Source: an optimization exercise on an open RTL-to-GDS flow (aim: small area, a short achievable clock period and few clock cycles). Production flows keep margins and buffers that such runs may drop. Only simulation tests tie the RTL to the original design; equivalence was not proved. Power and IR drop assume default switching activity.

Setup of oak:
==> flow/design.v <==
module huffman(clk, reset, gray_data, gray_valid, CNT_valid, CNT1, CNT2, CNT3, CNT4, CNT5, CNT6,
    code_valid, HC1, HC2, HC3, HC4, HC5, HC6, M1, M2, M3, M4, M5, M6);
input clk;
input reset;
input gray_valid;
input [2:0] gray_data;
output reg CNT_valid;
output [7:0] CNT1, CNT2, CNT3, CNT4, CNT5, CNT6;
output reg code_valid;
output [7:0] HC1, HC2, HC3, HC4, HC5, HC6;
output [7:0] M1, M2, M3, M4, M5, M6;
reg        rq;                   
reg        mg;                   
reg        ph;                   
reg [6:1]  sa, sb;               
reg [6:0]  w   [1:6];            
reg [5:1]  mem [2:6];            
reg [4:0]  hc  [1:6];            
reg [4:1]  m   [1:6];            
integer i, j;
reg  [6:1] v;                    
always @(*) begin
	v[6] = 1'b1;
	for (i = 1; i <= 5; i = i + 1) begin
		v[i] = 1'b1;
		for (j = i + 1; j <= 6; j = j + 1)
			v[i] = v[i] & !mem[j][i];
	end
end
function inset;
	input integer i, s;
	begin
		inset = (s < i) ? mem[i][s] : 1'b0;
	end
endfunction
function lt7;
	input [6:0] a, b;
	integer n;
	reg br;
	begin
		br = 1'b0;
		for (n = 0; n < 6; n = n + 1)
			br = (~a[n] & b[n]) | (~a[n] & br) | (b[n] & br);
		lt7 = ~a[6] & (b[6] | br);
	end
endfunction
reg [6:1] sm [1:6];
always @(*) begin
	for (i = 1; i <= 6; i = i + 1)
		sm[i][i] = 1'b0;
	for (i = 1; i <= 6; i = i + 1)
		for (j = i + 1; j <= 6; j = j + 1) begin
			sm[j][i] = v[i] && (!v[j] || lt7(w[i], w[j]));
			sm[i][j] = !sm[j][i];
		end
end
reg [6:1] r0, r1, dec;
always @(*) begin
	for (i = 1; i <= 6; i = i + 1) begin
		r0[i] = (sm[i] == 6'd0);
		r1[i] = (sm[i] != 6'd0) && ((sm[i] & (sm[i] - 6'd1)) == 6'd0);
		dec[i] = gray_valid && (gray_data == i);
	end
end
reg [6:0] wa, wb;
reg [6:1] sab, lo, in_a, in_ab, m0;
always @(*) begin
	wa = 7'd0;
	wb = 7'd0;
	sab = sa | sb;
	for (i = 1; i <= 6; i = i + 1) begin
		if (sa[i]) wa = wa | w[i];
		if (sb[i]) wb = wb | w[i];
		lo[i] = 1'b0;
		for (j = i + 1; j <= 6; j = j + 1)
			lo[i] = lo[i] | (sab[i] & sab[j]);
	end
	for (j = 1; j <= 6; j = j + 1) begin
		in_a[j]  = sa[j];
		in_ab[j] = sab[j];
		for (i = j + 1; i <= 6; i = i + 1) begin
			in_a[j]  = in_a[j]  | (sa[i]  & inset(i, j));
			in_ab[j] = in_ab[j] | (sab[i] & inset(i, j));
		end
	end
	for (i = 1; i <= 6; i = i + 1) begin
		m0[i] = !v[i];
		for (j = 1; j < i; j = j + 1)
			m0[i] = m0[i] | inset(i, j);
	end
end
wire [6:0] wlo = wa[5:0] + wb[5:0] + {5'd0, !mg};
wire [6:0] wsum = {wa[6] | wb[6] | wlo[6], wlo[5:0]};
wire wen = !mg || ph;
wire done = (v[5:1] == 5'd0);
assign CNT1 = {1'b0, w[1]};
assign CNT2 = {1'b0, w[2]};
assign CNT3 = {1'b0, w[3]};
assign CNT4 = {1'b0, w[4]};
assign CNT5 = {1'b0, w[5]};
assign CNT6 = {1'b0, w[6]};
assign HC1 = {3'd0, hc[1]};
assign HC2 = {3'd0, hc[2]};
assign HC3 = {3'd0, hc[3]};
assign HC4 = {3'd0, hc[4]};
assign HC5 = {3'd0, hc[5]};
assign HC6 = {3'd0, hc[6]};
assign M1 = {3'd0, m[1], 1'b1};
assign M2 = {3'd0, m[2], 1'b1};
assign M3 = {3'd0, m[3], 1'b1};
assign M4 = {3'd0, m[4], 1'b1};
assign M5 = {3'd0, m[5], 1'b1};
assign M6 = {3'd0, m[6], 1'b1};
always @(posedge clk) begin
	rq <= reset;
	if (reset) begin
		mg <= 1'b0;
		ph <= 1'b0;
	end else begin
		mg <= mg || (!rq && !gray_valid && sa != 6'd0);
		ph <= mg && !ph && !done;
	end
	CNT_valid <= !reset && !rq && !mg && !gray_valid && sa != 6'd0;
	code_valid <= !reset && mg && (done || (ph && v[5:1] == lo[5:1]));
	sa <= mg ? r0 : dec;
	sb <= mg ? r1 : 6'd0;
end
always @(posedge clk) begin
	for (i = 1; i <= 6; i = i + 1) begin
		if (rq)
			w[i] <= 7'd0;
		else if (wen && sab[i])
			w[i] <= wsum;
		for (j = 1; j < i; j = j + 1)
			if (rq)
				mem[i][j] <= 1'b0;
			else if (ph && sab[i] && in_ab[j])
				mem[i][j] <= 1'b1;
		if (rq) begin
			m[i]  <= 4'd0;
			hc[i] <= 5'd0;
		end else if (ph && in_ab[i]) begin
			m[i]  <= m[i] | {m[i][3:1], m0[i]};
			hc[i] <= hc[i] | ({5{in_a[i]}} & {m[i][3:1], m0[i], 1'b1} & ~{m[i], m0[i]});
		end
	end
end
endmodule
clock: 9.0 ns
lec_check: 0
abc_clock_period_in_ps: 2800
cap_margin: 20
core_margin: 2
core_utilization: 65
place_density: 0.8
slew_margin: 20
standard.sh (not shown) runs the stock make flow with config.mk's settings and CLKGATE_MAP_FILE= SYNTH_SCRIPT=/design/flow/synth_recipe.tcl, a recipe that flattens the netlist after the stock synthesis.
==> flow/flow/run.sh <==
#!/bin/bash
# The standard layout, with each port buffered by a plain buffer (buf_1) instead of the
# delay-cell buffer buffer_ports picks by default, a clock tree of fewer, larger clusters
# without dummy loads, one tie cell per constant instead of one per port, and timing repair aimed at a 2.8 ns period.
# Full make output goes to flow.log here; each ORFS step's log is under orfs/logs/.
set -euo pipefail
export BUFFER_PORTS_ARGS="-buffer_cell sky130_fd_sc_hd__buf_1"
export CTS_ARGS="-sink_clustering_enable -repair_clock_nets -sink_clustering_size 30 -sink_clustering_max_diameter 100 -root_buf sky130_fd_sc_hd__clkbuf_16 -buf_list {sky130_fd_sc_hd__clkbuf_4 sky130_fd_sc_hd__clkbuf_8} -dont_use_dummy_load"
bash standard.sh SETUP_SLACK_MARGIN=6.2 SKIP_REPAIR_TIE_FANOUT=1 finish > flow.log 2>&1
oak completed end to end with timing, DRC and antenna clean.
Testbench counts of oak, summed over its fixed seeds: cycles 27,112.
The following lists how pine was set up differently from oak:
--- a/flow/design.v
+++ b/flow/design.v
@@ -39,9 +39,9 @@
 	reg br;
 	begin
 		br = 1'b0;
-		for (n = 0; n < 6; n = n + 1)
+		for (n = 0; n < 7; n = n + 1)
 			br = (~a[n] & b[n]) | (~a[n] & br) | (b[n] & br);
-		lt7 = ~a[6] & (b[6] | br);
+		lt7 = br;
 	end
 endfunction
 reg [6:1] sm [1:6];
@@ -89,8 +89,7 @@
 			m0[i] = m0[i] | inset(i, j);
 	end
 end
-wire [6:0] wlo = wa[5:0] + wb[5:0] + {5'd0, !mg};
-wire [6:0] wsum = {wa[6] | wb[6] | wlo[6], wlo[5:0]};
+wire [6:0] wsum = wa + wb + {6'd0, !mg};
 wire wen = !mg || ph;
 wire done = (v[5:1] == 5'd0);
 assign CNT1 = {1'b0, w[1]};
Results
Diff oak..pine | clock buffer count in the final layout | unchanged
Re critical path depth: no difference whatsoever between oak and pine.
Die boundary width (pine vs. oak) increases slightly
Distinct cell type count after synthesis in pine is 8.6% higher than in oak
Going from oak to pine, fraction of power consumed by the clock network fell by 3.5 points, worst hold slack after final layout fell by 0.0031 ns, fraction of layout cells with a size suffix above 1 rose by 2.5 points, remaining max-slew budget at the tightest pin fell by 0.31 points.
Maximum number of pins on one net before global-route repair: pine lower than oak
oak → pine: post-layout total power climbed 0.17 mW; floorplan die height rose by about 2%.
Compared with oak, pine shows final critical-path share of the clock period lower by 0.22 points.
[compare] base=oak new=pine: clock skew was more or less identical; number of rows created at floorplan went up by about 2.6%.
Testbench counts of pine, summed over its fixed seeds: cycles 27,112.

re-timing with driven ports:
How much do the figures lean on ideal ports? The routed layouts below were timed once more, with nothing changed but the port constraints.
Step 1, drivers: a clkbuf_16 drives clk and a buf_2 each remaining input, both assumed.
Step 2 times the ports against the registers' clock, not the clock port: input delays grow and output delays shrink by t, the midpoint of the rising clock arrivals with the driver on.
Three values: no drivers, after step 1, after step 2; two values: the first two.
run | t (ns) | setup slack, ns | hold WS [ns] | worst slew at a driven data input, ns | cell pins on the clock port's net
oak | 0.396 | 6.187 / 6.145 / 6.275 | 0.469 / 0.469 / 0.469 | 0.04 | 1
pine | 0.399 | 6.206 / 6.165 / 6.245 | 0.466 / 0.466 / 0.466 | 0.03 | 1
After both steps every run listed still meets setup and hold.
